Context: an optimization exercise on an open-source flow, tuned for a short achievable clock period and few clock cycles. The choices shown serve that exercise and are no tape-out recipe.
At most, simulation tests tie the RTL to the original design; equivalence was not proved.
No functional check of the RTL was part of run 2.

==> design/flow/config.mk <==
export PLATFORM = sky130hd
export DESIGN_NAME = processor1
export DESIGN_NICKNAME = processor1
export VERILOG_FILES = /design/flow/design.v
export SDC_FILE = /design/flow/constraint.sdc
export NUM_CORES = 4
export LEC_CHECK = 0
export CAP_MARGIN = 20
export CORE_MARGIN = 2
export CORE_UTILIZATION = 40
export SLEW_MARGIN = 20
==> design/flow/constraint.sdc <==
create_clock -name core_clock -period 135.0 [get_ports {clk}]
set_input_delay 27.0000 -clock core_clock [delete_from_list [all_inputs] [get_ports {clk}]]
set_output_delay 27.0000 -clock core_clock [all_outputs]
set_load 0.01 [all_outputs]
==> design/flow/design.v <==
module adder(
	output logic [15:0] S,
	output logic Cout,
 	input logic [15:0] A, BB,
 	input logic Cin 
	);
  always_comb
     {Cout, S} = A + BB + Cin;
endmodule
module twoTOone_mux
	(
	input logic [15:0] a0,
	input logic [15:0] a1,
	input logic sel,
	output logic [15:0] out
	);
	assign out = sel ? a1 : a0;
endmodule
module fourTOone_mux
	(
	input logic [3:0] a0,
	input logic [3:0] a1,
	input logic [3:0] a2,
	input logic [3:0] a3,
	input logic [1:0] sel,
	output logic [3:0] out
	);
	assign out = sel[1] ? (sel[0] ? a3 : a2) : (sel[0] ? a1 : a0); 
endmodule
module fourTOone_mux2
	(
	input logic [15:0] a0,
	input logic [15:0] a1,
	input logic [15:0] a2,
	input logic [15:0] a3,
	input logic [1:0] sel,
	output logic [15:0] out
	);
	assign out = sel[1] ? (sel[0] ? a3 : a2) : (sel[0] ? a1 : a0); 
endmodule
module sixteenTOone_mux
	(
	input logic [15:0] a0,
	input logic [15:0] a1,
	input logic [15:0] a2,
	input logic [15:0] a3,	
	input logic [15:0] a4,
	input logic [15:0] a5,
	input logic [15:0] a6,
	input logic [15:0] a7,
	input logic [15:0] a8,
	input logic [15:0] a9,
	input logic [15:0] a10,
	input logic [15:0] a11,
	input logic [15:0] a12,
	input logic [15:0] a13,
	input logic [15:0] a14,
	input logic [15:0] a15,
	input logic [3:0] sel,
	output logic [15:0] out
	);
	assign out = sel[3] ? (sel[2] ? (sel[1] ? (sel[0] ? a15 : a14) : (sel[0] ? a13 : a12)) : (sel[1] ? (sel[0] ? a11 : a10) : (sel[0] ? a9 : a8))) : (sel[2] ? (sel[1] ? (sel[0] ? a7 : a6) : (sel[0] ? a5 : a4)) : (sel[1] ? (sel[0] ? a3 : a2) : (sel[0] ? a1 : a0)));  
endmodule
module zeroextender(
	input logic nextended,
	output logic [15:0] extended
	);
	wire [14:0] extend = 15'b000000000000000;
	assign extended =  {extend,nextended};
endmodule
module zeroextender_immediate(
	input logic [3:0] nextended,
	output logic [15:0] extended
	);
	wire [11:0] extend = 12'b000000000000;
	assign extended =  {extend,nextended};
endmodule
module zeroextender_j(
	input logic [11:0] nextended,
	output logic [15:0] extended
	);
	wire [3:0] extend = 4'b0000;
	assign extended =  {extend,nextended};
endmodule
module sign_extension (
		input logic signed [3:0] imm,
		output logic signed [15:0] signimm
		);
	assign signimm = imm;
endmodule
module arithematicshiftright(
	input logic [15:0] in,
	output logic [15:0] out
	);
	wire MSB = in[15];
	assign out = {MSB,in[15:1]};
endmodule
module logicalshiftleftVARIABLE(
	input logic [15:0] in,
	input logic [15:0] rfread,  
	output logic [15:0] out
	);
	assign out = in << rfread[3:0];
endmodule
module logicalshiftrightVARIABLE(
	input logic [15:0] in,
	input logic [15:0] rfread,  
	output logic [15:0] out
	);
	assign out = in >> rfread[3:0];
endmodule
module ALU(
	input logic [15:0] a, 
	input logic [15:0] b,
	input logic [4:0] ALUcontrol,
	output logic [15:0] y,
	output logic Cout,
	output logic zeroflag
	);
	wire[15:0] BB;
	wire[15:0] adderout;
	wire[15:0] zeroexout;
	wire[15:0] firstAND = a&BB;
	wire[15:0] firstOR = a|BB;
	wire[15:0] NOTfirstAND = ~firstAND;
	wire[15:0] NOTfirstOR = ~firstOR;
	wire[15:0] ASRout; 
	wire[15:0] LSLVout;
	wire[15:0] LSRVout;
	wire ALUcontrolMSB = ALUcontrol[4];
	wire [3:0] ALUcontrolLSB = ALUcontrol[3:0];
	adder ALU_adder(
	.A(a),.Cout(Cout),.BB(BB),.Cin(ALUcontrolMSB), .S(adderout)
	);
	twoTOone_mux ALU_input_mux(
	.a0(b),
	.a1(~b),
	.sel(ALUcontrolMSB),
	.out(BB)
	);
	zeroextender ALU_zeroextender(
	.nextended(adderout[15]),.extended(zeroexout)
	);
	arithematicshiftright ALU_ASR(
	.in(BB),
	.out(ASRout)
	);
	logicalshiftleftVARIABLE ALU_LSLV(
	.in(BB),.rfread(a),.out(LSLVout)
	);
	logicalshiftrightVARIABLE ALU_LSRV(
	.in(BB),.rfread(a),.out(LSRVout)
	);
	sixteenTOone_mux ALU_mux(
	.a0(NOTfirstOR|firstAND),
	.a1(NOTfirstOR|firstAND),
	.a2(NOTfirstAND&firstOR),
	.a3(NOTfirstAND&firstOR),
	.a4(NOTfirstAND),
	.a5(NOTfirstAND),
	.a6(NOTfirstOR),
	.a7(NOTfirstOR),
	.a8(firstAND),
	.a9(LSRVout),
	.a10(firstOR),
	.a11(firstOR),
	.a12(adderout),
	.a13(LSLVout),
	.a14(zeroexout),
	.a15(ASRout),
	.sel(ALUcontrolLSB),
	.out(y)
	);
	assign zeroflag = y ? 0 : 1;
endmodule
module PC(
	input logic clk,
	input logic rst,
	input logic [15:0] pcnext,
	output logic [15:0] pcout
	);
	reg [15:0] pc;
	always_ff@(posedge clk) begin
		if (rst)
			pc <= 16'b0000000000000000;
		else
			pc <= pcnext;
	end
	assign pcout = pc;
endmodule
module PCinputselectmux(
	output logic [1:0] out,
	input logic branch,
	input logic j,
	input logic jr
	);
	assign out = branch ? 2'b01 : (j ? 2'b10 : (jr ? 2'b11 : 2'b00));
endmodule
module branchcircuit(
	input logic [1:0] branch,  
	input logic zeroflag,  
	output logic PCsrc
	);
	always_comb
	case({branch,zeroflag})
		3'b000 :PCsrc = 0;
		3'b001 :PCsrc = 1;
		3'b010 :PCsrc = 1;
		3'b011 :PCsrc = 0;
		3'b100 :PCsrc = 0;
		3'b101 :PCsrc = 0;
		3'b110 :PCsrc = 0;
		3'b111 :PCsrc = 0;
	endcase
endmodule
module registerfile(
	output logic [15:0]rd1,rd2,  
	input logic clk,we3,  
	input logic [3:0]ra1,ra2,wa3,  
	input logic [15:0]wd3  
	);
	reg [15:0] rf[15:0];
	always_ff@(posedge clk)begin
		if(we3)begin 
			rf[wa3] <= wd3;
		end
	end
	assign rd1 = (ra1 != 0) ? rf[ra1] : 0;
	assign rd2 = (ra2 != 0) ? rf[ra2] : 0;
endmodule
module hiloreg(
	output logic [15:0]rd,  
	input logic clk,wehilo,  
	input logic [15:0]wd  
	);
	reg [15:0] rf;
	always_ff@(posedge clk)begin
		if(wehilo)begin 
			rf <= wd;
		end
	end 
	assign rd = rf;
endmodule
module multiply #(parameter N=16)
	(
	input logic [N-1:0] a,b,
	output logic [2*N-1:0] y
	);
	assign y  = a*b;
endmodule
module divide#(parameter N=16)
	(
	input logic [N-1:0] a,b,
	output logic [2*N-1:0] y,
	output logic [N-1:0] mod
	);
	assign y  = (b == 0) ? 32'h0000FFFF : a/b;
	assign mod = (b == 0) ? a : a%b;
endmodule
module control_unit(
	input logic [5:0] opcode,
	output logic we3,
	output logic ALUsrc,
	output logic [4:0] ALUcontrol,
	output logic we,
	output logic [1:0] regdata,
	output logic [1:0] regwrite,
	output logic j,
	output logic wehilo,
	output logic jr,
	output logic multdiv,
	output logic [1:0] branch,
	output logic mod
	);
	logic [18:0] signals;
	assign {multdiv,ALUsrc,ALUcontrol,j,jr,regwrite,branch,we,regdata,we3,wehilo,mod} = signals;
	always_comb
	case(opcode)
		6'b000000  :signals = 19'b0001100000110000100;  
		6'b000001  :signals = 19'b0011100000110000100;  
		6'b000010  :signals = 19'b0101100000010001100;  
		6'b000011  :signals = 19'b0101100000010100000;  
		6'b000100  :signals = 19'b0001000000110000100;  
		6'b000101  :signals = 19'b0001010000110000100;  
		6'b000110  :signals = 19'b0000100000110000100;  
		6'b000111  :signals = 19'b0000110000110000100;  
		6'b001000  :signals = 19'b0000010000110000100;  
		6'b001001  :signals = 19'b0000000000110000100;  
		6'b001010  :signals = 19'b0011000000110000100;  
		6'b001011  :signals = 19'b0011010000110000100;  
		6'b001100  :signals = 19'b0010100000110000100;  
		6'b001101  :signals = 19'b0010110000110000100;  
		6'b001110  :signals = 19'b0010000000110000100;  
		6'b001111  :signals = 19'b0010010000110000100;  
		6'b010000  :signals = 19'b0011110000110000100;  
		6'b010001  :signals = 19'b0011100000000000000;  
		6'b010010  :signals = 19'b0011100000001000000;  
		6'b110011  :signals = 19'b0101100000010000100;  
		6'b010100  :signals = 19'b0000000000010000010;  
		6'b010101  :signals = 19'b1000000000010000010;  
		6'b010110  :signals = 19'b0000000000010010100;  
		6'b010111  :signals = 19'b0000000000010011100;  
		6'b011010  :signals = 19'b0001111000110000100;  
		6'b011011  :signals = 19'b0001101000110000100;  
		6'b011100  :signals = 19'b0001001000110000100;  
		6'b011101  :signals = 19'b0000000100010000000;  
		6'b011110  :signals = 19'b0000000010010000000;  
		6'b011111  :signals = 19'b0000000000110000101;  
		default    :signals = 19'b0000000000010000000;  
	endcase
endmodule
module datapath(
	input logic clk,
	input logic we3,  
	input logic ALUsrc,  
	input logic [4:0] ALUcontrol,  
	output logic ALUcout,  
	input logic we,  
	input logic [1:0] regdata,  
	input logic [1:0] regwrite,  
	input logic j,  
	input logic wehilo,  
	input logic jr,  
	input logic multdiv,  
	input logic [1:0] branch,  
	output logic [5:0] opcode,  
	input logic mod,
	input logic rst,
	output logic [15:0] imem_addr,
	input logic [17:0] imem_rdata,
	output logic [15:0] dmem_addr,
	output logic [15:0] dmem_wdata,
	output logic dmem_we,
	input logic [15:0] dmem_rdata
	);
	wire [15:0] pcinput;
	wire [15:0] pcoutput;
	wire [17:0] instructionmemoryoutput;  
	wire [3:0] rfreadaddress1;  
	wire [3:0] rfreadaddress2;  
	assign rfreadaddress1 = instructionmemoryoutput[11:8];
	assign rfreadaddress2 = instructionmemoryoutput[7:4];
	wire [3:0] rfwriteaddress;  
	wire [3:0] rfwriteaddressoption1;
	assign rfwriteaddressoption1 = instructionmemoryoutput[7:4];
	wire [3:0] rfwriteaddressoption2; 
	assign rfwriteaddressoption2 = instructionmemoryoutput[3:0];
	wire [15:0] rfwritedata;  
	wire [15:0] rfreadoutput1;  
	wire [15:0] rfreadoutput2;  
	wire zeroflag;
	wire [15:0] ALUinputA;  
	wire [15:0] signx_immediate;  
	wire [15:0] ALUoutput;  
	wire [15:0] dataoutput;  
	wire branchsrc;  
	wire [15:0] J_MUX_INPUT;  
	wire [15:0] hiregout;  
	wire [15:0] loregout;  
	wire [15:0] hiregin;  
	wire [15:0] loregin;  
	wire [31:0] multout;  
	wire [31:0] divout;  
	wire [15:0] lslout;  
	wire [15:0] lsrout;  
	wire [15:0] asrout;  
	wire [15:0] lslVout;  
	wire [15:0] lsrVout;  
	wire [15:0] zerox_immediate;  
	wire [1:0] pcinputmuxsel;  
	wire [15:0] modout;  
	wire [15:0] modmuxout;  
	assign opcode = instructionmemoryoutput[17:12];
	zeroextender_j data_zeroextender_j(
	.nextended(instructionmemoryoutput[11:0]),.extended(J_MUX_INPUT)
	);
	logic jism;
	assign jism = j;
	logic jrism;
	assign jrism = jr;
	PCinputselectmux data_PCinputselectmux(
	.out(pcinputmuxsel),.branch(branchsrc),.j(jism),.jr(jrism)
	);
	fourTOone_mux2 PCinputmux(
	.a0(16'b0000000000000001+pcoutput),.a1(16'b0000000000000001+pcoutput+zerox_immediate),.a2(J_MUX_INPUT),.a3(rfreadoutput1),.sel(pcinputmuxsel),.out(pcinput)
	);
	PC data_PC(
	.clk(clk),.rst(rst),.pcnext(pcinput),.pcout(pcoutput)
	);
	assign imem_addr = pcoutput;
	assign instructionmemoryoutput = imem_rdata;
	registerfile data_rf(
	.rd1(rfreadoutput1),.rd2(rfreadoutput2),.clk(clk),.we3(we3),.ra1(rfreadaddress1),
	.ra2(rfreadaddress2),.wa3(rfwriteaddress),.wd3(modmuxout)
	);
	ALU data_ALU(
	.a(ALUinputA),.b(rfreadoutput1),.ALUcontrol(ALUcontrol),.y(ALUoutput),.Cout(ALUcout),.zeroflag(zeroflag)
	);	
	twoTOone_mux ALUinputselectmux(
	.a0(rfreadoutput2),.a1(signx_immediate),.sel(ALUsrc),.out(ALUinputA)
	);
	zeroextender_immediate data_zeroextender_immediate(
	.nextended(instructionmemoryoutput[3:0]),.extended(zerox_immediate)
	);
	sign_extension data_signx_immediate(
	.imm(instructionmemoryoutput[3:0]),.signimm(signx_immediate)
	);
	assign dmem_addr = ALUoutput;
	assign dmem_wdata = rfreadoutput2;
	assign dmem_we = we;
	assign dataoutput = dmem_rdata;
	fourTOone_mux2 data_rfwritedata_mux(
	.a0(ALUoutput),.a1(dataoutput),.a2(hiregout),.a3(loregout),.sel(regdata),.out(rfwritedata)
	);
	fourTOone_mux data_rfwriteaddress_mux(
	.a0(rfwriteaddressoption1),.a1(rfwriteaddressoption2),.a2(4'b0000),.a3(4'b0000),.sel(regwrite),.out(rfwriteaddress)
	);
	twoTOone_mux hiMUX(
	.a0(multout[31:16]),.a1(divout[31:16]),.sel(multdiv),.out(hiregin)
	);
	twoTOone_mux loMUX(
	.a0(multout[15:0]),.a1(divout[15:0]),.sel(multdiv),.out(loregin)
	);	
	hiloreg data_hi(
	.rd(hiregout),.clk(clk),.wehilo(wehilo),.wd(hiregin)
	);
	hiloreg data_lo(
	.rd(loregout),.clk(clk),.wehilo(wehilo),.wd(loregin)
	);
	branchcircuit data_branchcircuit(
	.branch(branch),.zeroflag(zeroflag),.PCsrc(branchsrc)	
	);
	multiply data_multiply(
	.a(rfreadoutput1),.b(rfreadoutput2),.y(multout)
	);
	divide data_divide(
	.a(rfreadoutput1),.b(rfreadoutput2),.y(divout),.mod(modout)
	);
	twoTOone_mux data_modmux(
	.a0(rfwritedata),.a1(modout),.sel(mod),.out(modmuxout)
	);
endmodule
module processor1(
	input  logic        clk,
	input  logic        rst,
	output logic [15:0] imem_addr,
	input  logic [17:0] imem_rdata,
	output logic [15:0] dmem_addr,
	output logic [15:0] dmem_wdata,
	output logic        dmem_we,
	input  logic [15:0] dmem_rdata
	);
	localparam logic [5:0] OP_ADD=6'h00, OP_SUB=6'h01, OP_LW=6'h02, OP_SW=6'h03,
		OP_AND=6'h04, OP_OR=6'h05, OP_NAND=6'h06, OP_NOR=6'h07, OP_XOR=6'h08,
		OP_XNOR=6'h09, OP_ANDN=6'h0a, OP_ORN=6'h0b, OP_NANDN=6'h0c, OP_NORN=6'h0d,
		OP_XNORN=6'h0e, OP_XORN=6'h0f, OP_SLT=6'h10, OP_BEQ=6'h11, OP_BNE=6'h12,
		OP_ADDI=6'h33, OP_MULT=6'h14, OP_DIV=6'h15, OP_MFHI=6'h16, OP_MFLO=6'h17,
		OP_ASR=6'h1a, OP_LSLV=6'h1b, OP_LSRV=6'h1c, OP_J=6'h1d, OP_JR=6'h1e,
		OP_MOD=6'h1f;
	logic [15:0] pc_f;
	assign imem_addr = pc_f;
	wire [5:0]  f_op  = imem_rdata[17:12];
	wire        f_j   = (f_op == OP_J);
	wire        f_feq = (imem_rdata[11:8] == imem_rdata[7:4]);
	wire        f_pred = ((f_op == OP_BEQ) & f_feq) | ((f_op == OP_BNE) & ~f_feq);
	wire [15:0] pc_inc = pc_f + 16'd1;
	wire [15:0] f_next = f_j ? {4'b0000, imem_rdata[11:0]} :
	                     f_pred ? pc_inc + {12'b0, imem_rdata[3:0]} : pc_inc;
	logic [17:0] ir;
	logic [15:0] ir_pc;
	logic        ir_pred;
	logic        ir_valid;
	logic        use_hold;
	logic [17:0] h_ir;
	logic [15:0] h_pc;
	logic        h_pred;
	wire [17:0] e_ir    = use_hold ? h_ir   : ir;
	wire [15:0] e_pc    = use_hold ? h_pc   : ir_pc;
	wire        e_pred  = use_hold ? h_pred : ir_pred;
	wire        e_valid = use_hold | ir_valid;
	wire [5:0] op = e_ir[17:12];
	wire [3:0] ra = e_ir[11:8];
	wire [3:0] rb = e_ir[7:4];
	wire [3:0] rc = e_ir[3:0];
	wire [15:0] simm = {{12{rc[3]}}, rc};
	wire [15:0] zimm = {12'b0, rc};
	logic [15:0] rf [1:15];
	logic [15:0] hi, lo;
	logic        ld_m_valid;    
	logic [3:0]  ld_m_dst;
	logic        ld_w_valid;    
	logic [3:0]  ld_w_dst;
	logic [15:0] ldr;
	wire [15:0] rf_a = (ra == 4'd0) ? 16'd0 : rf[ra];
	wire [15:0] rf_b = (rb == 4'd0) ? 16'd0 : rf[rb];
	wire [15:0] A = (ld_w_valid && ld_w_dst == ra && ra != 4'd0) ? ldr : rf_a;
	wire [15:0] B = (ld_w_valid && ld_w_dst == rb && rb != 4'd0) ? ldr : rf_b;
	logic reads_a, reads_b;
	always_comb begin
		reads_a = 1'b1;
		reads_b = 1'b1;
		case (op)
			OP_LW, OP_ADDI, OP_ASR, OP_JR: reads_b = 1'b0;
			OP_J, OP_MFHI, OP_MFLO: begin reads_a = 1'b0; reads_b = 1'b0; end
			default: ;
		endcase
	end
	wire stall = e_valid & ld_m_valid &
	             ((reads_a & (ra == ld_m_dst)) | (reads_b & (rb == ld_m_dst)));
	wire e_go = e_valid & ~stall;
	wire [15:0] sum  = B + A;
	wire [15:0] diff = B - A;
	logic [15:0] alu;
	always_comb begin
		case (op)
			OP_ADD:   alu = sum;
			OP_SUB:   alu = diff;
			OP_AND:   alu = B & A;
			OP_OR:    alu = B | A;
			OP_NAND:  alu = ~(B & A);
			OP_NOR:   alu = ~(B | A);
			OP_XOR:   alu = B ^ A;
			OP_XNOR:  alu = ~(B ^ A);
			OP_ANDN:  alu = B & ~A;
			OP_ORN:   alu = B | ~A;
			OP_NANDN: alu = ~(B & ~A);
			OP_NORN:  alu = ~(B | ~A);
			OP_XNORN: alu = ~(B ^ ~A);
			OP_XORN:  alu = B ^ ~A;
			OP_SLT:   alu = {15'b0, diff[15]};
			OP_ASR:   alu = {A[15], A[15:1]};
			OP_LSLV:  alu = A << B[3:0];
			OP_LSRV:  alu = A >> B[3:0];
			default:  alu = 16'd0;
		endcase
	end
	wire [31:0] prod = A * B;
	logic [15:0] quo, rem;
	always_comb begin
		logic [16:0] r;
		r = 17'd0;
		for (int i = 15; i >= 0; i--) begin
			r = {r[15:0], A[i]};
			if (r >= {1'b0, B}) begin
				r = r - {1'b0, B};
				quo[i] = 1'b1;
			end else
				quo[i] = 1'b0;
		end
		rem = r[15:0];
	end
	logic        e_wen;
	logic [3:0]  e_wdst;
	logic [15:0] e_wdata;
	always_comb begin
		e_wen = 1'b0;
		e_wdst = rc;
		e_wdata = alu;
		case (op)
			OP_ADD, OP_SUB, OP_AND, OP_OR, OP_NAND, OP_NOR, OP_XOR, OP_XNOR,
			OP_ANDN, OP_ORN, OP_NANDN, OP_NORN, OP_XNORN, OP_XORN, OP_SLT,
			OP_ASR, OP_LSLV, OP_LSRV: e_wen = 1'b1;
			OP_ADDI: begin e_wen = 1'b1; e_wdst = rb; e_wdata = A + simm; end
			OP_MOD:  begin e_wen = 1'b1; e_wdata = rem; end
			OP_MFHI: begin e_wen = 1'b1; e_wdst = rb; e_wdata = hi; end
			OP_MFLO: begin e_wen = 1'b1; e_wdst = rb; e_wdata = lo; end
			default: ;
		endcase
	end
	wire e_we = e_go & e_wen & (e_wdst != 4'd0);
	wire is_br   = (op == OP_BEQ) | (op == OP_BNE);
	wire eq      = (A == B);
	wire taken   = ((op == OP_BEQ) & eq) | ((op == OP_BNE) & ~eq);
	wire br_miss = is_br & (taken != e_pred) & (rc != 4'd0);
	wire [15:0] e_pc_inc = e_pc + 16'd1;
	wire redirect = e_go & (br_miss | (op == OP_JR));
	wire [15:0] redirect_pc = (op == OP_JR) ? A : (taken ? e_pc_inc + zimm : e_pc_inc);
	wire [15:0] mem_addr = A + simm;
	always_ff @(posedge clk) begin
		if (rst)
			pc_f <= 16'd0;
		else if (redirect)
			pc_f <= redirect_pc;
		else if (!stall)
			pc_f <= f_next;
		ir       <= imem_rdata;
		ir_pc    <= pc_f;
		ir_pred  <= f_pred;
		ir_valid <= ~rst & ~redirect;
		use_hold <= ~rst & stall;
		if (stall) begin
			h_ir   <= e_ir;
			h_pc   <= e_pc;
			h_pred <= e_pred;
		end
		for (int i = 1; i < 16; i++) begin
			if (e_we && e_wdst == i)
				rf[i] <= e_wdata;
			else if (ld_w_valid && ld_w_dst == i)
				rf[i] <= ldr;
		end
		if (e_go && op == OP_MULT) begin
			hi <= prod[31:16];
			lo <= prod[15:0];
		end
		if (e_go && op == OP_DIV) begin
			hi <= 16'd0;
			lo <= quo;
		end
		dmem_addr  <= mem_addr;
		dmem_wdata <= B;
		dmem_we    <= ~rst & e_go & (op == OP_SW);
		ld_m_valid <= ~rst & e_go & (op == OP_LW) & (rb != 4'd0);
		ld_m_dst   <= rb;
		ldr        <= dmem_rdata;
		ld_w_valid <= ~rst & ld_m_valid & ~(e_we & (e_wdst == ld_m_dst));
		ld_w_dst   <= ld_m_dst;
	end
endmodule
==> design/flow/run.sh <==
#!/bin/bash
# synth_recipe.tcl (not shown) runs the flow's synth.tcl, then flattens the netlist and writes it again
# the make line also repeats each setting of config.mk as NAME=value (left out here)
make -C /OpenROAD-flow-scripts/flow DESIGN_CONFIG=/design/flow/config.mk WORK_HOME=/design/flow/orfs CLKGATE_MAP_FILE= SYNTH_SCRIPT=/design/flow/synth_recipe.tcl finish
==> qor.csv, run 1 <==
stage;metric;value;unit
critical_path;reg2reg setup slack;71.10;ns
cts;CTS resizes;0;
yosys;top post-synthesis cells by count;nand2_1 (632), nor2_1 (478), inv_1 (477);
floorplanning;Initial Utilization;0.4039;
cts;Clock Latency Late Sink;0.66;ns
timing;worst-margin pin slew;1.227;ns
route;DRT iter0 DRCs;5685;
critical_path;R2R cell count;278;
timing;worst setup margin;71.10;ns
yosys;fraction of registers with async set/reset;0;
run;Max-Cap Viols;0;
floorplanning;Die Span X;352.5;um
timing;RSZ-0062 raised after global routing;no;
yosys;proportion of netlist area held by the largest area contributor;0.1799;
critical_path;CP dominant cell by count;o21ai_0;
route;vias;46379;
critical_path;Crit Reg-Reg Startpoint;use_hold$_DFF_P_;
placement;post-place setup slack;72.22;ns
cts;CTS max path bufs;3;
critical_path;reg2reg end;rf[4][15]$_DFFE_PP_;
yosys;ys flop type;edfxtp_1;
timing;final setup vio count;0;
timing;fin crit share;0.4733;
route;Final ANT Viol Nets;0;
placement;placed inst area;51960;um^2
worst_hold_path;Hold Path End;ir_pc[15]$_DFF_P_;
grt;initial antenna violation count;6;
worst_hold_path;WHS Path Cells;0;
floorplanning;core area;120300;um^2
placement;Final HPWL DP;151700;um
floorplanning;Die Y;352.5;um
cells_and_area;ant diodes;0;
cts;# hold bufs at CTS;0;
grt;total track usage;0.3273;
cts;Sink Count;419;
timing;Final Hold Viols;0;
placement;PortBufs;84;
critical_path;CP arrival;64.40;ns
grt;pin count of the biggest net entering global routing;65;
cells_and_area;share of cells above drive strength 1;0.1188;
timing;max_slew headroom;0.1743;
timing;Setup TNS Final;0;ns
yosys;synthesis-stage register bit count;419;
timing;maximum clock rate;0.01565;GHz
critical_path;crit path kind;reg2reg;
grt;first-pass GRT wire length;305600;um
cts;htree depth;2;
cts;Worst-path clk slew;0.06;ns
yosys;post-synthesis sequential area ratio;0.2326;
cells_and_area;area delta synth->final;10.76;%
cells_and_area;Layout Cell Area excl Fill;53810;um^2
cells_and_area;Final #Nets;6419;
critical_path;slowest CP cell;a221oi_2;
timing;max-slew violations;0;
cts;CTS buffer count;52;
grt;GR Overflow Total;0;
critical_path;WP data required;135.49;ns
yosys;number of library cell types mapped by synthesis;120;
yosys;post-synthesis instance area;48590;um^2
route;Avg Vias per Cell;6.301;
yosys;synth top area cells;edfxtp_1 (18%), ha_1 (12%), fa_1 (8.8%);
yosys;area leader, netlist;edfxtp_1;
critical_path;Critical Path Fanout Max;50;
route;wire per inst;28.51;um
critical_path;Worst setup SP type;flip-flop;
route;Remaining DRCs;0;
floorplanning;die area;124300;um^2
cells_and_area;Fill cells;11878;
worst_hold_path;HP Class;reg2reg;
timing;worst clock skew;0.05948;ns
floorplanning;std cell rows;127;
cts;CTS root buf;clkbuf_16;
cts;post-CTS setup buffer count;0;
cts;CTS tree;built;
outcome;status;timing/DRC/antenna clean;
timing;Min Hold Slack;0.4061;ns
yosys;Mean Syn Cell Area;8.590;um^2
placement;GPL Wtd Cong;1.036;
route;WL final;209900;um
yosys;Syn Inst Count;5656;
route;first-pass detailed-route iteration total;7;
timing;Final min period;63.90;ns
grt;vias in the first global route;45061;
floorplanning;# IOs;85;
critical_path;CP max stage delay;0.95;ns
yosys;EDFF count, synth;291;
worst_hold_path;Hold Startpoint;pc_f[15]$_SDFFE_PP0P_;
yosys;Ys Warns;18;
critical_path;Crit. End Element;flip-flop;
yosys;count leader, synth;nand2_1;
flip-flops by register name, summed over array words and instances, names as in the netlist, 4 cells and up:
register	flops
h_ir	18
ld_w_dst	4
ldr	16
dmem_wdata	16
ir_pc	16
ir	18
ld_m_dst	4
lo	16
h_pc	16
rf	240
dmem_addr	16
hi	16
pc_f	16
layout make-up:
type,instances,area [um^2],share of cell area
inverters,483,1813,0.03369
multi-input cells,4501,34780,0.6463
clock buffers,58,1365,0.02537
repair buffers,248,2100,0.03901
clock inverters,40,434.2,0.008068
flip-flops and latches,419,11300,0.2101
well taps,1612,2017,0.03748
worst max path at each step:
stage / start / endpoint / slack (ns) / cells after the start
global placement: use_hold$_DFF_P_ / rf[14][6]$_DFFE_PP_ / 73.58 / 274
floorplan: h_ir[7]$_DFFE_PP_ / rf[10][6]$_DFFE_PP_ / 78.00 / 288
detailed placement: use_hold$_DFF_P_ / rf[15][12]$_DFFE_PP_ / 72.22 / 273
global route: use_hold$_DFF_P_ / rf[8][15]$_DFFE_PP_ / 64.94 / 278
CTS: use_hold$_DFF_P_ / rf[15][12]$_DFFE_PP_ / 71.91 / 274
finish: use_hold$_DFF_P_ / rf[4][15]$_DFFE_PP_ / 71.10 / 278
per-stage QoR:
stage,util,std cells
3_3_place_gp,0.4317,7258
5_1_grt,0.4474,7361
4_1_cts,0.4469,7358
3_5_place_dp,0.4319,7260
2_1_floorplan,-,5656
6_report,0.4474,7361
cell usage in the layout (no fill, tap or decap), types with 97 or more instances in the layout:
cell type / instances
o21ai_0: 243
nand2_1: 632
a21o_1: 102
buf_4: 160
mux2_2: 266
fa_1: 214
inv_1: 475
edfxtp_1: 291
nor2_1: 474
xor2_1: 97
xnor2_1: 196
a21oi_1: 382
a22oi_1: 130
ha_1: 464
dfxtp_1: 127
critical path: cells and delay by family, from the launching register on:
| family | cells | cell delay, ns |
|---|---|---|
| DFF | 1 | 0.70 |
| and+or+nand+nor | 65 | 10.76 |
| muxes | 11 | 4.88 |
| AOI/OAI and AO/OA | 176 | 38.90 |
| adders and majority gates | 16 | 5.11 |
| buffers and inverters | 10 | 3.24 |
per-layer routing:
layer  part of all wire  global-route usage
met1               0.40              0.4232
met2               0.44              0.5154
met3              0.093             0.06018
met4              0.066              0.1809
met5            0.00031                   0
logic make-up (layout without fill, tap and decap cells):
family                   after synthesis  in the layout  synth area share
AND/OR/NAND/NOR                     1667           1667            0.1576
XOR/XNOR                             294            294           0.05331
AO/OA/AOI/OAI                       1527           1527            0.2131
multiplexers                         335            335           0.07643
buffers and inverters                736            829           0.05931
flip-flops                           419            419            0.2326
adder cells (fa/ha/maj)              678            678            0.2077
Testbench counts, summed over its fixed seeds: cycles 21,034.
==> run 2: changes to the inputs <==
--- a/design/flow/design.v
+++ b/design/flow/design.v
@@ -441,179 +441,39 @@
 	);
 endmodule
 module processor1(
-	input  logic        clk,
-	input  logic        rst,
-	output logic [15:0] imem_addr,
-	input  logic [17:0] imem_rdata,
-	output logic [15:0] dmem_addr,
-	output logic [15:0] dmem_wdata,
-	output logic        dmem_we,
-	input  logic [15:0] dmem_rdata
+	input logic clk,
+	input logic rst,  
+	output logic [15:0] imem_addr,  
+	input logic [17:0] imem_rdata,  
+	output logic [15:0] dmem_addr,  
+	output logic [15:0] dmem_wdata,  
+	output logic dmem_we,  
+	input logic [15:0] dmem_rdata  
+	);
+	wire we3;
+	wire ALUsrc;
+	wire [4:0] ALUcontrol;
+	wire we;
+	wire [1:0] regdata;
+	wire [1:0] regwrite;
+	wire j;
+	wire wehilo;
+	wire jr;
+	wire multdiv;
+	wire [1:0] branch;
+	wire [5:0] opcode;
+	wire ALUcout;
+	wire mod;
+	control_unit processor1_control(
+	.we3(we3),.ALUsrc(ALUsrc),.ALUcontrol(ALUcontrol),.we(we),.regdata(regdata),
+	.regwrite(regwrite),.j(j),.wehilo(wehilo),.jr(jr),.multdiv(multdiv),.branch(branch),
+	.opcode(opcode),.mod(mod)
+	);
+	datapath processor1_datapath(
+	.we3(we3),.ALUsrc(ALUsrc),.ALUcontrol(ALUcontrol),.we(we),.regdata(regdata),
+	.regwrite(regwrite),.j(j),.wehilo(wehilo),.jr(jr),.multdiv(multdiv),.branch(branch),
+	.clk(clk),.ALUcout(ALUcout),.opcode(opcode),.mod(mod),
+	.rst(rst),.imem_addr(imem_addr),.imem_rdata(imem_rdata),.dmem_addr(dmem_addr),
+	.dmem_wdata(dmem_wdata),.dmem_we(dmem_we),.dmem_rdata(dmem_rdata)
 	);
-	localparam logic [5:0] OP_ADD=6'h00, OP_SUB=6'h01, OP_LW=6'h02, OP_SW=6'h03,
-		OP_AND=6'h04, OP_OR=6'h05, OP_NAND=6'h06, OP_NOR=6'h07, OP_XOR=6'h08,
-		OP_XNOR=6'h09, OP_ANDN=6'h0a, OP_ORN=6'h0b, OP_NANDN=6'h0c, OP_NORN=6'h0d,
-		OP_XNORN=6'h0e, OP_XORN=6'h0f, OP_SLT=6'h10, OP_BEQ=6'h11, OP_BNE=6'h12,
-		OP_ADDI=6'h33, OP_MULT=6'h14, OP_DIV=6'h15, OP_MFHI=6'h16, OP_MFLO=6'h17,
-		OP_ASR=6'h1a, OP_LSLV=6'h1b, OP_LSRV=6'h1c, OP_J=6'h1d, OP_JR=6'h1e,
-		OP_MOD=6'h1f;
-	logic [15:0] pc_f;
-	assign imem_addr = pc_f;
-	wire [5:0]  f_op  = imem_rdata[17:12];
-	wire        f_j   = (f_op == OP_J);
-	wire        f_feq = (imem_rdata[11:8] == imem_rdata[7:4]);
-	wire        f_pred = ((f_op == OP_BEQ) & f_feq) | ((f_op == OP_BNE) & ~f_feq);
-	wire [15:0] pc_inc = pc_f + 16'd1;
-	wire [15:0] f_next = f_j ? {4'b0000, imem_rdata[11:0]} :
-	                     f_pred ? pc_inc + {12'b0, imem_rdata[3:0]} : pc_inc;
-	logic [17:0] ir;
-	logic [15:0] ir_pc;
-	logic        ir_pred;
-	logic        ir_valid;
-	logic        use_hold;
-	logic [17:0] h_ir;
-	logic [15:0] h_pc;
-	logic        h_pred;
-	wire [17:0] e_ir    = use_hold ? h_ir   : ir;
-	wire [15:0] e_pc    = use_hold ? h_pc   : ir_pc;
-	wire        e_pred  = use_hold ? h_pred : ir_pred;
-	wire        e_valid = use_hold | ir_valid;
-	wire [5:0] op = e_ir[17:12];
-	wire [3:0] ra = e_ir[11:8];
-	wire [3:0] rb = e_ir[7:4];
-	wire [3:0] rc = e_ir[3:0];
-	wire [15:0] simm = {{12{rc[3]}}, rc};
-	wire [15:0] zimm = {12'b0, rc};
-	logic [15:0] rf [1:15];
-	logic [15:0] hi, lo;
-	logic        ld_m_valid;    
-	logic [3:0]  ld_m_dst;
-	logic        ld_w_valid;    
-	logic [3:0]  ld_w_dst;
-	logic [15:0] ldr;
-	wire [15:0] rf_a = (ra == 4'd0) ? 16'd0 : rf[ra];
-	wire [15:0] rf_b = (rb == 4'd0) ? 16'd0 : rf[rb];
-	wire [15:0] A = (ld_w_valid && ld_w_dst == ra && ra != 4'd0) ? ldr : rf_a;
-	wire [15:0] B = (ld_w_valid && ld_w_dst == rb && rb != 4'd0) ? ldr : rf_b;
-	logic reads_a, reads_b;
-	always_comb begin
-		reads_a = 1'b1;
-		reads_b = 1'b1;
-		case (op)
-			OP_LW, OP_ADDI, OP_ASR, OP_JR: reads_b = 1'b0;
-			OP_J, OP_MFHI, OP_MFLO: begin reads_a = 1'b0; reads_b = 1'b0; end
-			default: ;
-		endcase
-	end
-	wire stall = e_valid & ld_m_valid &
-	             ((reads_a & (ra == ld_m_dst)) | (reads_b & (rb == ld_m_dst)));
-	wire e_go = e_valid & ~stall;
-	wire [15:0] sum  = B + A;
-	wire [15:0] diff = B - A;
-	logic [15:0] alu;
-	always_comb begin
-		case (op)
-			OP_ADD:   alu = sum;
-			OP_SUB:   alu = diff;
-			OP_AND:   alu = B & A;
-			OP_OR:    alu = B | A;
-			OP_NAND:  alu = ~(B & A);
-			OP_NOR:   alu = ~(B | A);
-			OP_XOR:   alu = B ^ A;
-			OP_XNOR:  alu = ~(B ^ A);
-			OP_ANDN:  alu = B & ~A;
-			OP_ORN:   alu = B | ~A;
-			OP_NANDN: alu = ~(B & ~A);
-			OP_NORN:  alu = ~(B | ~A);
-			OP_XNORN: alu = ~(B ^ ~A);
-			OP_XORN:  alu = B ^ ~A;
-			OP_SLT:   alu = {15'b0, diff[15]};
-			OP_ASR:   alu = {A[15], A[15:1]};
-			OP_LSLV:  alu = A << B[3:0];
-			OP_LSRV:  alu = A >> B[3:0];
-			default:  alu = 16'd0;
-		endcase
-	end
-	wire [31:0] prod = A * B;
-	logic [15:0] quo, rem;
-	always_comb begin
-		logic [16:0] r;
-		r = 17'd0;
-		for (int i = 15; i >= 0; i--) begin
-			r = {r[15:0], A[i]};
-			if (r >= {1'b0, B}) begin
-				r = r - {1'b0, B};
-				quo[i] = 1'b1;
-			end else
-				quo[i] = 1'b0;
-		end
-		rem = r[15:0];
-	end
-	logic        e_wen;
-	logic [3:0]  e_wdst;
-	logic [15:0] e_wdata;
-	always_comb begin
-		e_wen = 1'b0;
-		e_wdst = rc;
-		e_wdata = alu;
-		case (op)
-			OP_ADD, OP_SUB, OP_AND, OP_OR, OP_NAND, OP_NOR, OP_XOR, OP_XNOR,
-			OP_ANDN, OP_ORN, OP_NANDN, OP_NORN, OP_XNORN, OP_XORN, OP_SLT,
-			OP_ASR, OP_LSLV, OP_LSRV: e_wen = 1'b1;
-			OP_ADDI: begin e_wen = 1'b1; e_wdst = rb; e_wdata = A + simm; end
-			OP_MOD:  begin e_wen = 1'b1; e_wdata = rem; end
-			OP_MFHI: begin e_wen = 1'b1; e_wdst = rb; e_wdata = hi; end
-			OP_MFLO: begin e_wen = 1'b1; e_wdst = rb; e_wdata = lo; end
-			default: ;
-		endcase
-	end
-	wire e_we = e_go & e_wen & (e_wdst != 4'd0);
-	wire is_br   = (op == OP_BEQ) | (op == OP_BNE);
-	wire eq      = (A == B);
-	wire taken   = ((op == OP_BEQ) & eq) | ((op == OP_BNE) & ~eq);
-	wire br_miss = is_br & (taken != e_pred) & (rc != 4'd0);
-	wire [15:0] e_pc_inc = e_pc + 16'd1;
-	wire redirect = e_go & (br_miss | (op == OP_JR));
-	wire [15:0] redirect_pc = (op == OP_JR) ? A : (taken ? e_pc_inc + zimm : e_pc_inc);
-	wire [15:0] mem_addr = A + simm;
-	always_ff @(posedge clk) begin
-		if (rst)
-			pc_f <= 16'd0;
-		else if (redirect)
-			pc_f <= redirect_pc;
-		else if (!stall)
-			pc_f <= f_next;
-		ir       <= imem_rdata;
-		ir_pc    <= pc_f;
-		ir_pred  <= f_pred;
-		ir_valid <= ~rst & ~redirect;
-		use_hold <= ~rst & stall;
-		if (stall) begin
-			h_ir   <= e_ir;
-			h_pc   <= e_pc;
-			h_pred <= e_pred;
-		end
-		for (int i = 1; i < 16; i++) begin
-			if (e_we && e_wdst == i)
-				rf[i] <= e_wdata;
-			else if (ld_w_valid && ld_w_dst == i)
-				rf[i] <= ldr;
-		end
-		if (e_go && op == OP_MULT) begin
-			hi <= prod[31:16];
-			lo <= prod[15:0];
-		end
-		if (e_go && op == OP_DIV) begin
-			hi <= 16'd0;
-			lo <= quo;
-		end
-		dmem_addr  <= mem_addr;
-		dmem_wdata <= B;
-		dmem_we    <= ~rst & e_go & (op == OP_SW);
-		ld_m_valid <= ~rst & e_go & (op == OP_LW) & (rb != 4'd0);
-		ld_m_dst   <= rb;
-		ldr        <= dmem_rdata;
-		ld_w_valid <= ~rst & ld_m_valid & ~(e_we & (e_wdst == ld_m_dst));
-		ld_w_dst   <= ld_m_dst;
-	end
 endmodule
==> qor.csv, run 2 <==
stage;metric;value;unit
floorplanning;Die Span X;373.7;um
grt;pin count of the biggest net entering global routing;85;
yosys;Mean Syn Cell Area;8.395;um^2
yosys;count leader, synth;nand2_1;
cts;htree depth;2;
worst_hold_path;HP Class;reg2reg;
route;vias;52461;
outcome;status;timing/DRC/antenna clean;
cells_and_area;most frequent cells in the layout;nand2_1 (693), ha_1 (678), nor2_1 (570), a21oi_1 (384), inv_1 (372);
yosys;synth top area cells;edfxtp_1 (16%), ha_1 (16%), fa_1 (7.2%);
timing;final setup vio count;0;
cts;CTS buffer count;36;
floorplanning;die area;139600;um^2
critical_path;crit path kind;in2reg;
cells_and_area;Layout Cell Area excl Fill;59720;um^2
cts;# hold bufs at CTS;0;
critical_path;Critical Path Fanout Max;40;
grt;GR Overflow Total;0;
critical_path;CP max stage delay;0.71;ns
placement;placed instance count;8288;
yosys;post-synthesis sequential area ratio;0.1641;
timing;worst clock skew;0.02967;ns
cts;Sink Count;304;
critical_path;CP arrival;127.87;ns
yosys;EDFF count, synth;288;
placement;Final HPWL DP;159400;um
route;WL final;212300;um
placement;PortBufs;84;
grt;total track usage;0.2947;
route;Avg Vias per Cell;6.263;
cells_and_area;area delta synth->final;9.249;%
yosys;top post-synthesis cells by count;nand2_1 (702), ha_1 (678), nor2_1 (593);
critical_path;slowest CP cell;or4_4;
placement;placed inst area;58110;um^2
cells_and_area;Biggest register;processor1_datapath.data_rf.rf;
route;Remaining DRCs;0;
critical_path;CP dominant cell by count;o21a_1;
cts;CTS tree;built;
timing;Final min period;127.56;ns
placement;GPL Wtd Cong;0.9717;
critical_path;WP data required;135.31;ns
floorplanning;Initial Utilization;0.4031;
timing;maximum clock rate;0.007840;GHz
grt;vias in the first global route;49901;
critical_path;Buffers & Inverters on Critical Path;15;
cells_and_area;share of cells above drive strength 1;0.1097;
timing;max_slew headroom;0.1880;
timing;fin crit share;0.9449;
run;Max-Cap Viols;0;
floorplanning;core area;135600;um^2
cts;Clock Latency Late Sink;0.59;ns
floorplanning;# IOs;85;
route;first-pass detailed-route iteration total;8;
route;wire per inst;25.34;um
route;DRT iter0 DRCs;5077;
placement;post-place setup slack;0.9281;ns
yosys;proportion of netlist area held by the largest area contributor;0.1582;
yosys;synthesis-stage register bit count;304;
cells_and_area;most common cell after layout, fill and taps aside;nand2_1;
critical_path;Top delay family on crit path;compound AO/OA/AOI/OAI gates;
yosys;number of library cell types mapped by synthesis;129;
timing;worst-margin pin slew;1.205;ns
timing;worst setup margin;7.442;ns
cts;CTS root buf;clkbuf_16;
timing;Final Hold Viols;0;
timing;max-slew violations;0;
cells_and_area;Fill cells;13275;
grt;first-pass GRT wire length;315200;um
critical_path;Worst setup SP type;input pin;
yosys;Syn Inst Count;6512;
cells_and_area;Core Util, Final;0.4403;
yosys;area leader, netlist;edfxtp_1;
cells_and_area;Final #Nets;7473;
grt;initial antenna violation count;12;
cts;Worst-path clk slew;0.06;ns
yosys;Ys Warns;6;
yosys;post-synthesis instance area;54670;um^2
route;Final ANT Viol Nets;0;
floorplanning;std cell rows;135;
cells_and_area;non-filler cells, final;8377;
cells_and_area;max FFs per register;256;
yosys;ys flop type;edfxtp_1;
critical_path;Crit. End Element;flip-flop;
yosys;fraction of registers with async set/reset;0;
floorplanning;Die Y;373.7;um
cts;CTS max path bufs;3;
run 2: layout make-up:
cell class / instances / area, um^2 / share of cell area
flip-flops and latches: 304 / 8969 / 0.1502
well taps: 1781 / 2228 / 0.03731
multi-input cells: 5577 / 43740 / 0.7324
clock buffers: 43 / 927.1 / 0.01552
clock inverters: 22 / 220.2 / 0.003687
diodes: 7 / 17.52 / 0.0002933
inverters: 386 / 1449 / 0.02426
repair buffers: 257 / 2173 / 0.03639
run 2: layer usage:
layer  up-vias  global-route usage  share of wire
li1      24317                   -              -
met5         -                   0        0.00037
met4        10              0.1089          0.042
met2      2214              0.4696           0.44
met1     25494              0.4019           0.43
met3       426             0.04621          0.081
run 2: repair_timing:
| action | CTS | global route |
|---|---|---|
| buffers inserted | 0 | 14 |
| endpoints found under the setup margin | 0 | 2 |
| hold endpoints to repair | 0 | 0 |
| resized for setup | 0 | 72 |
run 2: stage by stage:
step,TNS [ns],hold slack (ns)
2_1_floorplan,0,0.6472
4_1_cts,0,0.6846
5_1_grt,-0.1662,0.7301
3_3_place_gp,0,0.6611
3_5_place_dp,0,0.6615
6_report,0,0.6820
run 2: final timing paths:
check | start | end | slack [ns] | cells after the start
max | imem_rdata[5] | processor1_datapath.data_lo.rf[0]$_DFFE_PP_ | 7.44 | 457
max reg2reg | processor1_datapath.data_rf.rf[0][13]$_DFFE_PP_ | processor1_datapath.data_lo.rf[0]$_DFFE_PP_ | 34.22 | 455
min | processor1_datapath.data_PC.pc[9]$_SDFF_PP0_ | processor1_datapath.data_PC.pc[9]$_SDFF_PP0_ | 0.68 | 3
min reg2reg | processor1_datapath.data_PC.pc[9]$_SDFF_PP0_ | processor1_datapath.data_PC.pc[9]$_SDFF_PP0_ | 0.68 | 3
run 2: tightest hold or removal path: stages (launching register included):
cell	delay, ns
dfxtp_1	0.37
xnor2_1	0.15
nand2_1	0.06
a21oi_1	0.06
run 2: cell families after synthesis:
group           share of synthesized area
fa+ha+maj                          0.2275
buf+inv                           0.04653
mux                               0.09036
simple gates                       0.1889
flops                              0.1641
other cells                    0.00006860
compound gates                     0.2331
xor+xnor                          0.04946
==> run 3: changes to the inputs <==
--- a/design/flow/design.v
+++ b/design/flow/design.v
@@ -441,39 +441,285 @@
 	);
 endmodule
 module processor1(
-	input logic clk,
-	input logic rst,  
-	output logic [15:0] imem_addr,  
-	input logic [17:0] imem_rdata,  
-	output logic [15:0] dmem_addr,  
-	output logic [15:0] dmem_wdata,  
-	output logic dmem_we,  
-	input logic [15:0] dmem_rdata  
+	input  logic        clk,
+	input  logic        rst,
+	output logic [15:0] imem_addr,
+	input  logic [17:0] imem_rdata,
+	output logic [15:0] dmem_addr,
+	output logic [15:0] dmem_wdata,
+	output logic        dmem_we,
+	input  logic [15:0] dmem_rdata
 	);
-	wire we3;
-	wire ALUsrc;
-	wire [4:0] ALUcontrol;
-	wire we;
-	wire [1:0] regdata;
-	wire [1:0] regwrite;
-	wire j;
-	wire wehilo;
-	wire jr;
-	wire multdiv;
-	wire [1:0] branch;
-	wire [5:0] opcode;
-	wire ALUcout;
-	wire mod;
-	control_unit processor1_control(
-	.we3(we3),.ALUsrc(ALUsrc),.ALUcontrol(ALUcontrol),.we(we),.regdata(regdata),
-	.regwrite(regwrite),.j(j),.wehilo(wehilo),.jr(jr),.multdiv(multdiv),.branch(branch),
-	.opcode(opcode),.mod(mod)
+	localparam logic [5:0] OP_ADD=6'h00, OP_SUB=6'h01, OP_LW=6'h02, OP_SW=6'h03,
+		OP_AND=6'h04, OP_OR=6'h05, OP_NAND=6'h06, OP_NOR=6'h07, OP_XOR=6'h08,
+		OP_XNOR=6'h09, OP_ANDN=6'h0a, OP_ORN=6'h0b, OP_NANDN=6'h0c, OP_NORN=6'h0d,
+		OP_XNORN=6'h0e, OP_XORN=6'h0f, OP_SLT=6'h10, OP_BEQ=6'h11, OP_BNE=6'h12,
+		OP_ADDI=6'h33, OP_MULT=6'h14, OP_DIV=6'h15, OP_MFHI=6'h16, OP_MFLO=6'h17,
+		OP_ASR=6'h1a, OP_LSLV=6'h1b, OP_LSRV=6'h1c, OP_J=6'h1d, OP_JR=6'h1e,
+		OP_MOD=6'h1f;
+	logic [15:0] pc_f;
+	assign imem_addr = pc_f;
+	logic [17:0] ir;
+	logic [15:0] ir_pc;
+	logic        ir_valid;
+	logic        ir_pred;
+	logic        use_hold;
+	logic [17:0] h_ir;
+	logic [15:0] h_pc;
+	logic        h_pred;
+	wire [17:0] e_ir    = use_hold ? h_ir : ir;
+	wire [15:0] e_pc    = use_hold ? h_pc : ir_pc;
+	wire        e_valid = use_hold | ir_valid;
+	wire        e_pred  = use_hold ? h_pred : ir_pred;
+	wire [5:0] op = e_ir[17:12];
+	wire [3:0] ra = e_ir[11:8];
+	wire [3:0] rb = e_ir[7:4];
+	wire [3:0] rc = e_ir[3:0];
+	wire [15:0] simm = {{12{rc[3]}}, rc};
+	wire [15:0] zimm = {12'b0, rc};
+	logic [15:0] rf [1:15];
+	logic [15:0] hi, lo;
+	logic        ld_m_valid;    
+	logic [3:0]  ld_m_dst;
+	logic        ld_w_valid;    
+	logic [3:0]  ld_w_dst;
+	logic [15:0] ldr;
+	logic        d1_valid;
+	logic        d1_mod;
+	logic [3:0]  d1_dst;
+	logic [7:0]  d1_a, d1_q;
+	logic [15:0] d1_b, d1_r;
+	wire [15:0] rf_a = (ra == 4'd0) ? 16'd0 : rf[ra];
+	wire [15:0] rf_b = (rb == 4'd0) ? 16'd0 : rf[rb];
+	wire [15:0] A = (ld_w_valid && ld_w_dst == ra && ra != 4'd0) ? ldr : rf_a;
+	wire [15:0] B = (ld_w_valid && ld_w_dst == rb && rb != 4'd0) ? ldr : rf_b;
+	logic reads_a, reads_b;
+	always_comb begin
+		reads_a = 1'b1;
+		reads_b = 1'b1;
+		case (op)
+			OP_LW, OP_ADDI, OP_ASR, OP_JR: reads_b = 1'b0;
+			OP_J, OP_MFHI, OP_MFLO: begin reads_a = 1'b0; reads_b = 1'b0; end
+			default: ;
+		endcase
+	end
+	logic        e_wen;
+	logic [3:0]  e_wdst;
+	always_comb begin
+		e_wen = 1'b0;
+		e_wdst = rc;
+		case (op)
+			OP_ADD, OP_SUB, OP_AND, OP_OR, OP_NAND, OP_NOR, OP_XOR, OP_XNOR,
+			OP_ANDN, OP_ORN, OP_NANDN, OP_NORN, OP_XNORN, OP_XORN, OP_SLT,
+			OP_ASR, OP_LSLV, OP_LSRV: e_wen = 1'b1;
+			OP_ADDI, OP_MFHI, OP_MFLO: begin e_wen = 1'b1; e_wdst = rb; end
+			default: ;
+		endcase
+	end
+	wire is_mf = (op == OP_MFHI) | (op == OP_MFLO);
+	wire ld_a = ld_m_valid & reads_a & (ra == ld_m_dst);
+	wire ld_b = ld_m_valid & reads_b & (rb == ld_m_dst);
+	wire jr_fwd = (op == OP_JR) & ld_a;
+	wire sw_fwd = (op == OP_SW) & ld_b;
+	wire ld_hazard = (ld_a & (op != OP_JR)) | (ld_b & (op != OP_SW));
+	wire d1_hazard = d1_valid &
+	                 (d1_mod ? ((d1_dst != 4'd0) &
+	                            ((reads_a & (ra == d1_dst)) | (reads_b & (rb == d1_dst))))
+	                         : is_mf);
+	wire stall = e_valid & (ld_hazard | d1_hazard);
+	wire e_go = e_valid & ~stall;
+	logic [15:0] alu;
+	alu u_alu(.op(op), .a(A), .b(B), .simm(simm), .hi(hi), .lo(lo), .y(alu));
+	wire e_we = e_go & e_wen & (e_wdst != 4'd0);
+	wire [31:0] prod = A * B;
+	wire [15:0] e_r;
+	wire [7:0]  e_q;
+	div8 u_div_hi(.r(16'd0), .a(A[15:8]), .d(B), .q(e_q), .rout(e_r));
+	wire [15:0] d1_rem;
+	wire [7:0]  d1_qlo;
+	div8 u_div_lo(.r(d1_r), .a(d1_a), .d(d1_b), .q(d1_qlo), .rout(d1_rem));
+	wire is_br   = (op == OP_BEQ) | (op == OP_BNE);
+	wire eq      = (A == B);
+	wire taken   = ((op == OP_BEQ) & eq) | ((op == OP_BNE) & ~eq);
+	wire br_miss = is_br & (taken != e_pred) & (rc != 4'd0);
+	wire redirect = e_go & (br_miss | (op == OP_JR));
+	wire [15:0] e_pc_inc = e_pc + 16'd1;
+	wire [15:0] redirect_pc = (op == OP_JR) ? A : (taken ? e_pc_inc + zimm : e_pc_inc);
+	logic [15:0] zk;
+	wire alu_zero = (alu == 16'd0);
+	wire rem_zero = (d1_rem == 16'd0);
+	wire ldr_zero = (ldr == 16'd0);
+	always_comb begin
+		zk[0] = 1'b1;
+		for (int i = 1; i < 16; i++) begin
+			if (e_we && e_wdst == i)
+				zk[i] = alu_zero;
+			else if (d1_valid && d1_mod && d1_dst == i)
+				zk[i] = rem_zero;
+			else if (ld_w_valid && ld_w_dst == i)
+				zk[i] = ldr_zero;
+			else
+				zk[i] = (rf[i] == 16'd0);
+			if ((ld_m_valid && ld_m_dst == i) ||
+			    (e_go && op == OP_LW && rb == i) ||
+			    (e_go && op == OP_MOD && rc == i))
+				zk[i] = 1'b0;
+		end
+	end
+	wire        pc_ov  = redirect | stall;
+	wire [15:0] pc_ovv = redirect ? redirect_pc : pc_f;
+	wire [15:0] pc_d;
+	wire        f_pred;
+	wire [15:0] pc_inc = pc_f + 16'd1;
+	pc_next u_pc_next(.ins(imem_rdata), .pc_inc(pc_inc), .pc_inc_hi1(pc_inc[15:4] + 12'd1),
+	                  .zk(zk), .ov(pc_ov), .ov_pc(pc_ovv), .ld_pc(e_go & jr_fwd),
+	                  .ld_data(dmem_rdata), .rst(rst), .pc_d(pc_d), .pred(f_pred));
+	wire [15:0] mem_addr = A + simm;
+	always_ff @(posedge clk) begin
+		pc_f     <= pc_d;
+		ir       <= imem_rdata;
+		ir_pc    <= pc_f;
+		ir_valid <= ~rst & ~redirect;
+		ir_pred  <= f_pred;
+		use_hold <= ~rst & stall;
+		if (stall) begin
+			h_ir <= e_ir;
+			h_pc <= e_pc;
+			h_pred <= e_pred;
+		end
+		for (int i = 1; i < 16; i++) begin
+			if (e_we && e_wdst == i)
+				rf[i] <= alu;
+			else if (d1_valid && d1_mod && d1_dst == i)
+				rf[i] <= d1_rem;
+			else if (ld_w_valid && ld_w_dst == i)
+				rf[i] <= ldr;
+		end
+		if (e_go && op == OP_MULT) begin
+			hi <= prod[31:16];
+			lo <= prod[15:0];
+		end else if (d1_valid && !d1_mod) begin
+			hi <= 16'd0;
+			lo <= {d1_q, d1_qlo};
+		end
+		d1_valid <= ~rst & e_go & ((op == OP_DIV) | (op == OP_MOD));
+		d1_mod   <= (op == OP_MOD);
+		d1_dst   <= rc;
+		d1_a     <= A[7:0];
+		d1_b     <= B;
+		d1_q     <= e_q;
+		d1_r     <= e_r;
+		dmem_addr  <= mem_addr;
+		dmem_wdata <= sw_fwd ? dmem_rdata : B;
+		dmem_we    <= ~rst & e_go & (op == OP_SW);
+		ld_m_valid <= ~rst & e_go & (op == OP_LW) & (rb != 4'd0);
+		ld_m_dst   <= rb;
+		ldr        <= dmem_rdata;
+		ld_w_valid <= ~rst & ld_m_valid & ~(e_we & (e_wdst == ld_m_dst));
+		ld_w_dst   <= ld_m_dst;
+	end
+endmodule
+module pc_next(
+	input  logic [17:0] ins,
+	input  logic [15:0] pc_inc,
+	input  logic [11:0] pc_inc_hi1,    
+	input  logic [15:0] zk,
+	input  logic        ov,
+	input  logic [15:0] ov_pc,
+	input  logic        ld_pc,
+	input  logic [15:0] ld_data,
+	input  logic        rst,
+	output logic [15:0] pc_d,
+	output logic        pred
+	);
+	wire [5:0] op   = ins[17:12];
+	wire       is_j = (op == 6'h1d);
+	wire       beq  = (op == 6'h11);
+	wire       bne  = (op == 6'h12);
+	wire       feq  = (ins[11:8] == ins[7:4]);
+	wire       a0   = (ins[11:8] == 4'd0);
+	wire       same = feq | (a0 & zk[ins[7:4]]);
+	assign pred = (beq & same) | (bne & ~same);
+	wire [4:0]  lo  = {1'b0, pc_inc[3:0]} + {1'b0, ins[3:0]};
+	wire [15:0] btgt = {lo[4] ? pc_inc_hi1 : pc_inc[15:4], lo[3:0]};
+	wire [15:0] f_pc = is_j ? {4'b0000, ins[11:0]} : (pred ? btgt : pc_inc);
+	assign pc_d = {16{~rst}} & (ld_pc ? ld_data : (ov ? ov_pc : f_pc));
+endmodule
+module div8(
+	input  logic [15:0] r,
+	input  logic [7:0]  a,
+	input  logic [15:0] d,
+	output logic [7:0]  q,
+	output logic [15:0] rout
 	);
-	datapath processor1_datapath(
-	.we3(we3),.ALUsrc(ALUsrc),.ALUcontrol(ALUcontrol),.we(we),.regdata(regdata),
-	.regwrite(regwrite),.j(j),.wehilo(wehilo),.jr(jr),.multdiv(multdiv),.branch(branch),
-	.clk(clk),.ALUcout(ALUcout),.opcode(opcode),.mod(mod),
-	.rst(rst),.imem_addr(imem_addr),.imem_rdata(imem_rdata),.dmem_addr(dmem_addr),
-	.dmem_wdata(dmem_wdata),.dmem_we(dmem_we),.dmem_rdata(dmem_rdata)
+	function automatic logic [16:0] div_step(input logic [15:0] rr, input logic x,
+	                                         input logic [15:0] dd);
+		logic [15:0] t, g, p, gn, pn, c;
+		logic        ge;
+		t = {rr[14:0], x};
+		g = t & ~dd;
+		p = t | ~dd;
+		for (int s = 1; s < 16; s = s * 2) begin
+			gn = g;
+			pn = p;
+			for (int i = s; i < 16; i++) begin
+				gn[i] = g[i] | (p[i] & g[i-s]);
+				pn[i] = p[i] & p[i-s];
+			end
+			g = gn;
+			p = pn;
+		end
+		c[0] = 1'b1;
+		for (int i = 1; i < 16; i++)
+			c[i] = g[i-1] | p[i-1];
+		ge = rr[15] | g[15] | p[15];
+		div_step = {ge, t ^ ({16{ge}} & (~dd ^ c))};
+	endfunction
+	always_comb begin
+		logic [16:0] s;
+		rout = r;
+		for (int i = 7; i >= 0; i--) begin
+			s = div_step(rout, a[i], d);
+			q[i] = s[16];
+			rout = s[15:0];
+		end
+	end
+endmodule
+module alu(
+	input  logic [5:0]  op,
+	input  logic [15:0] a,
+	input  logic [15:0] b,
+	input  logic [15:0] simm,
+	input  logic [15:0] hi,
+	input  logic [15:0] lo,
+	output logic [15:0] y
 	);
+	wire [15:0] sum  = b + a;
+	wire [15:0] diff = b - a;
+	always_comb begin
+		case (op)
+			6'h00: y = sum;
+			6'h01: y = diff;
+			6'h04: y = b & a;
+			6'h05: y = b | a;
+			6'h06: y = ~(b & a);
+			6'h07: y = ~(b | a);
+			6'h08: y = b ^ a;
+			6'h09: y = ~(b ^ a);
+			6'h0a: y = b & ~a;
+			6'h0b: y = b | ~a;
+			6'h0c: y = ~(b & ~a);
+			6'h0d: y = ~(b | ~a);
+			6'h0e: y = ~(b ^ ~a);
+			6'h0f: y = b ^ ~a;
+			6'h10: y = {15'b0, diff[15]};
+			6'h1a: y = {a[15], a[15:1]};
+			6'h1b: y = a << b[3:0];
+			6'h1c: y = a >> b[3:0];
+			6'h33: y = a + simm;
+			6'h16: y = hi;
+			6'h17: y = lo;
+			default: y = 16'd0;
+		endcase
+	end
 endmodule
==> design/flow/flow/run.sh (new file) <==
#!/bin/bash
# Layout flow: the standard layout (standard.sh) unchanged, except that
# the input and output ports are buffered with sky130_fd_sc_hd__buf_4
# instead of the cell buffer_ports picks by itself (a slow delay buffer).
set -euo pipefail
export BUFFER_PORTS_ARGS="-buffer_cell sky130_fd_sc_hd__buf_4"
bash standard.sh > standard_flow.log 2>&1
==> design/flow/standard.sh (new file) <==
#!/bin/bash
# synth_recipe.tcl (not shown) runs the flow's synth.tcl, then flattens the netlist and writes it again
# the make line also repeats each setting of config.mk as NAME=value (left out here)
make -C /OpenROAD-flow-scripts/flow DESIGN_CONFIG=/design/flow/config.mk WORK_HOME=/design/flow/orfs CLKGATE_MAP_FILE= SYNTH_SCRIPT=/design/flow/synth_recipe.tcl "${@:-finish}"
--- a/design/flow/config.mk
+++ b/design/flow/config.mk
@@ -9,3 +9,5 @@
 export CORE_MARGIN = 2
 export CORE_UTILIZATION = 40
 export SLEW_MARGIN = 20
+export SYNTH_HIERARCHICAL = 1
+export SYNTH_MINIMUM_KEEP_SIZE = 0
removed: design/flow/run.sh
==> qor.csv, run 3 <==
stage;metric;value;unit
outcome;status;timing/DRC/antenna clean;
yosys;EDFF count, synth;307;
floorplanning;std cell rows;144;
timing;final setup vio count;0;
cells_and_area;largest registers;rf (240), h_ir (18), ir (18);
critical_path;CP arrival;29.32;ns
yosys;synth top area cells;edfxtp_1 (15%), xnor2_1 (6.7%), fa_1 (6.5%);
cts;# hold bufs at CTS;0;
timing;worst-margin pin slew;1.277;ns
cts;htree depth;2;
critical_path;reg2reg end;pc_f[4]$_DFF_P_;
critical_path;Crit. End Element;flip-flop;
timing;Setup TNS Final;0;ns
cells_and_area;most common cell after layout, fill and taps aside;nand2_1;
run;Max-Cap Viols;0;
route;vias;61759;
critical_path;WP data required;135.61;ns
critical_path;R2R cell count;81;
worst_hold_path;HP Class;reg2reg;
placement;placed instance count;9511;
placement;post-place setup slack;105.59;ns
critical_path;reg2reg setup slack;109.18;ns
cts;CTS buffer count;60;
yosys;area leader, netlist;edfxtp_1;
cells_and_area;most frequent cells in the layout;nand2_1 (841), nor2_1 (564), xnor2_1 (467), o21ai_0 (465), inv_1 (430);
worst_hold_path;WHS Path Cells;0;
grt;pin count of the biggest net entering global routing;57;
timing;RSZ-0062 raised after global routing;no;
floorplanning;Initial Utilization;0.4014;
grt;initial antenna violation count;11;
critical_path;Critical Path Fanout Max;24;
yosys;number of library cell types mapped by synthesis;147;
grt;vias in the first global route;58477;
timing;Final min period;28.72;ns
yosys;Mean Syn Cell Area;8.083;um^2
cts;CTS resizes;0;
worst_hold_path;Hold Startpoint;pc_f[13]$_DFF_P_;
grt;total track usage;0.3398;
floorplanning;Die Span X;396.7;um
cells_and_area;non-filler cells, final;9627;
critical_path;crit path kind;in2reg;
cts;CTS max path bufs;3;
cts;Worst-path clk slew;0.06;ns
route;Remaining DRCs;0;
timing;Min Hold Slack;0.4131;ns
yosys;Syn Inst Count;7631;
route;DRT iter0 DRCs;7579;
route;Avg Vias per Cell;6.415;
floorplanning;die area;157400;um^2
route;WL final;275500;um
placement;placed inst area;64760;um^2
critical_path;Worst setup SP type;input pin;
cells_and_area;Reg area;12550;um^2
cells_and_area;Biggest register;rf;
cells_and_area;multi-input logic area;45540;um^2
grt;first-pass GRT wire length;401300;um
route;Final ANT Viol Nets;0;
cts;CTS tree;built;
placement;GPL Wtd Cong;1.034;
cts;CTS root buf;clkbuf_16;
cells_and_area;share of cells above drive strength 1;0.1071;
critical_path;Crit Reg-Reg Startpoint;d1_b[0]$_DFF_P_;
timing;Final Hold Viols;0;
cells_and_area;Final #Nets;7993;
yosys;synthesis-stage register bit count;473;
yosys;Ys Warns;26;
grt;GR Overflow Total;0;
timing;worst clock skew;0.05227;ns
floorplanning;Die Y;396.7;um
placement;Final HPWL DP;197700;um
floorplanning;core area;153700;um^2
yosys;ys flop type;edfxtp_1;
yosys;fraction of registers with async set/reset;0;
cells_and_area;area delta synth->final;8.464;%
yosys;post-synthesis instance area;61680;um^2
route;wire per inst;28.61;um
placement;PortBufs;84;
cells_and_area;Layout Cell Area excl Fill;66910;um^2
floorplanning;# IOs;85;
timing;fin crit share;0.2127;
cts;post-CTS setup buffer count;0;
timing;max-slew violations;0;
timing;worst setup margin;106.29;ns
yosys;count leader, synth;nand2_1;
cts;Sink Count;473;
yosys;proportion of netlist area held by the largest area contributor;0.1495;
worst_hold_path;Hold Path End;ir_pc[13]$_DFF_P_;
route;first-pass detailed-route iteration total;11;
yosys;top post-synthesis cells by count;nand2_1 (842), nor2_1 (573), xnor2_1 (469);
yosys;post-synthesis sequential area ratio;0.2033;
cts;Clock Latency Late Sink;0.73;ns
timing;max_slew headroom;0.1406;
cells_and_area;max FFs per register;240;
timing;maximum clock rate;0.03482;GHz
cells_and_area;Fill cells;15352;
==> run 3: changes by cell type in the layout (fill, tap and decap cells not counted), moves of 139 or more <==
| cell | change |
|---|---|
| ha_1 | -450 |
| mux2i_1 | +296 |
| xnor2_1 | +264 |
| o21a_1 | -238 |
| o21ai_0 | +196 |
| nor3_1 | -175 |
| dfxtp_1 | +149 |
| nand2_1 | +148 |
| buf_4 | +145 |
| a22oi_1 | +139 |
==> run 3: cells by family (layout without fill, tap and decap cells) <==
kind of cell	Yosys count	in the layout	synth area share
fa+ha+maj	567	567	0.1338
other cells	2	73	0.0001217
xor+xnor	589	589	0.08509
simple gates	2506	2506	0.2003
compound gates	2022	2022	0.2311
flops	473	473	0.2033
mux	448	448	0.07807
buf+inv	1024	905	0.06813
==> run 3: worst max-delay path: stages <==
cell     delay [ns]
buf_4          0.12
or4b_1         0.60
nor3b_1        0.37
a21bo_1        0.29
a21oi_4        0.58
nor2_2         0.08
a211o_1        0.28
==> run 3: how the worst max path moves through the flow <==
stage,start,end,slack (ns),cells after the start
after floorplan,imem_rdata[8],pc_f[2]$_DFF_P_,106.13,6
after global placement,imem_rdata[17],pc_f[4]$_DFF_P_,105.61,7
after detailed placement,imem_rdata[17],pc_f[4]$_DFF_P_,105.59,7
after CTS,imem_rdata[17],pc_f[4]$_DFF_P_,106.35,7
after global routing,imem_rdata[15],pc_f[5]$_DFF_P_,106.17,7
final,imem_rdata[17],pc_f[4]$_DFF_P_,106.29,7
==> run 3: modules after synthesis, one instance, submodules excluded <==
module,area [um^2],flops+latches,times used
div8,9375,0,2
pc_next,1261,0,1
alu,5393,0,1
processor1,36280,473,1
==> run 3: layout make-up <==
| class | instances | area share |
|---|---|---|
| Multi-Input combinational cell | 6204 | 0.6807 |
| Sequential cell | 473 | 0.1875 |
| Tap cell | 2044 | 0.03822 |
| Timing Repair Buffer | 319 | 0.03581 |
| Inverter | 472 | 0.02648 |
| Clock buffer | 77 | 0.02495 |
| Clock inverter | 37 | 0.006265 |
| Antenna cell | 1 | 0.00003740 |
==> run 3: through the flow <==
stage | utilization
6_report | 0.4353
4_1_cts | 0.4350
3_3_place_gp | 0.4213
2_1_floorplan | -
5_1_grt | 0.4353
3_5_place_dp | 0.4214
==> run 3: metal layers <==
layer,wire length (um),global-route usage
met1,107400,0.4239
met5,73,0
met3,26380,0.07684
met2,122300,0.5396
met4,19330,0.1923
Testbench counts of run 3, summed over its fixed seeds: cycles 20,573.

[separate check: timing with driven ports]
In the flow no input, the clock included, has a driving cell. The finished layouts below were timed again as built, in two steps.
Step 1 assumes that a clkbuf_16 drives the clock port and a buf_2 every other input.
Step 2 also shifts input and output timing later by t, the mid clock arrival at the registers, as if the neighbouring blocks saw the same clock.
a / b / c = ideal ports / drivers / drivers and shift; a / b = the first two.
run	t (ns)	setup slack, ns	hold slack, ns	latest minus earliest clock arrival (ns)	pins driven straight from the clock port
run 1	0.699	71.098 / 71.098 / 71.098	0.406 / 0.406 / 0.406	0.059 / 0.060	1
run 2	0.639	7.442 / 7.479 / 6.840	0.682 / 0.682 / 0.682	0.030 / 0.030	1
run 3	0.782	106.285 / 106.333 / 105.550	0.413 / 0.413 / 0.413	0.052 / 0.053	1
After both steps setup and hold are still met in every run listed. For run 3, which loses most, drivers alone change the setup slack by +0.048 ns; drivers and shift together by -0.735 ns.
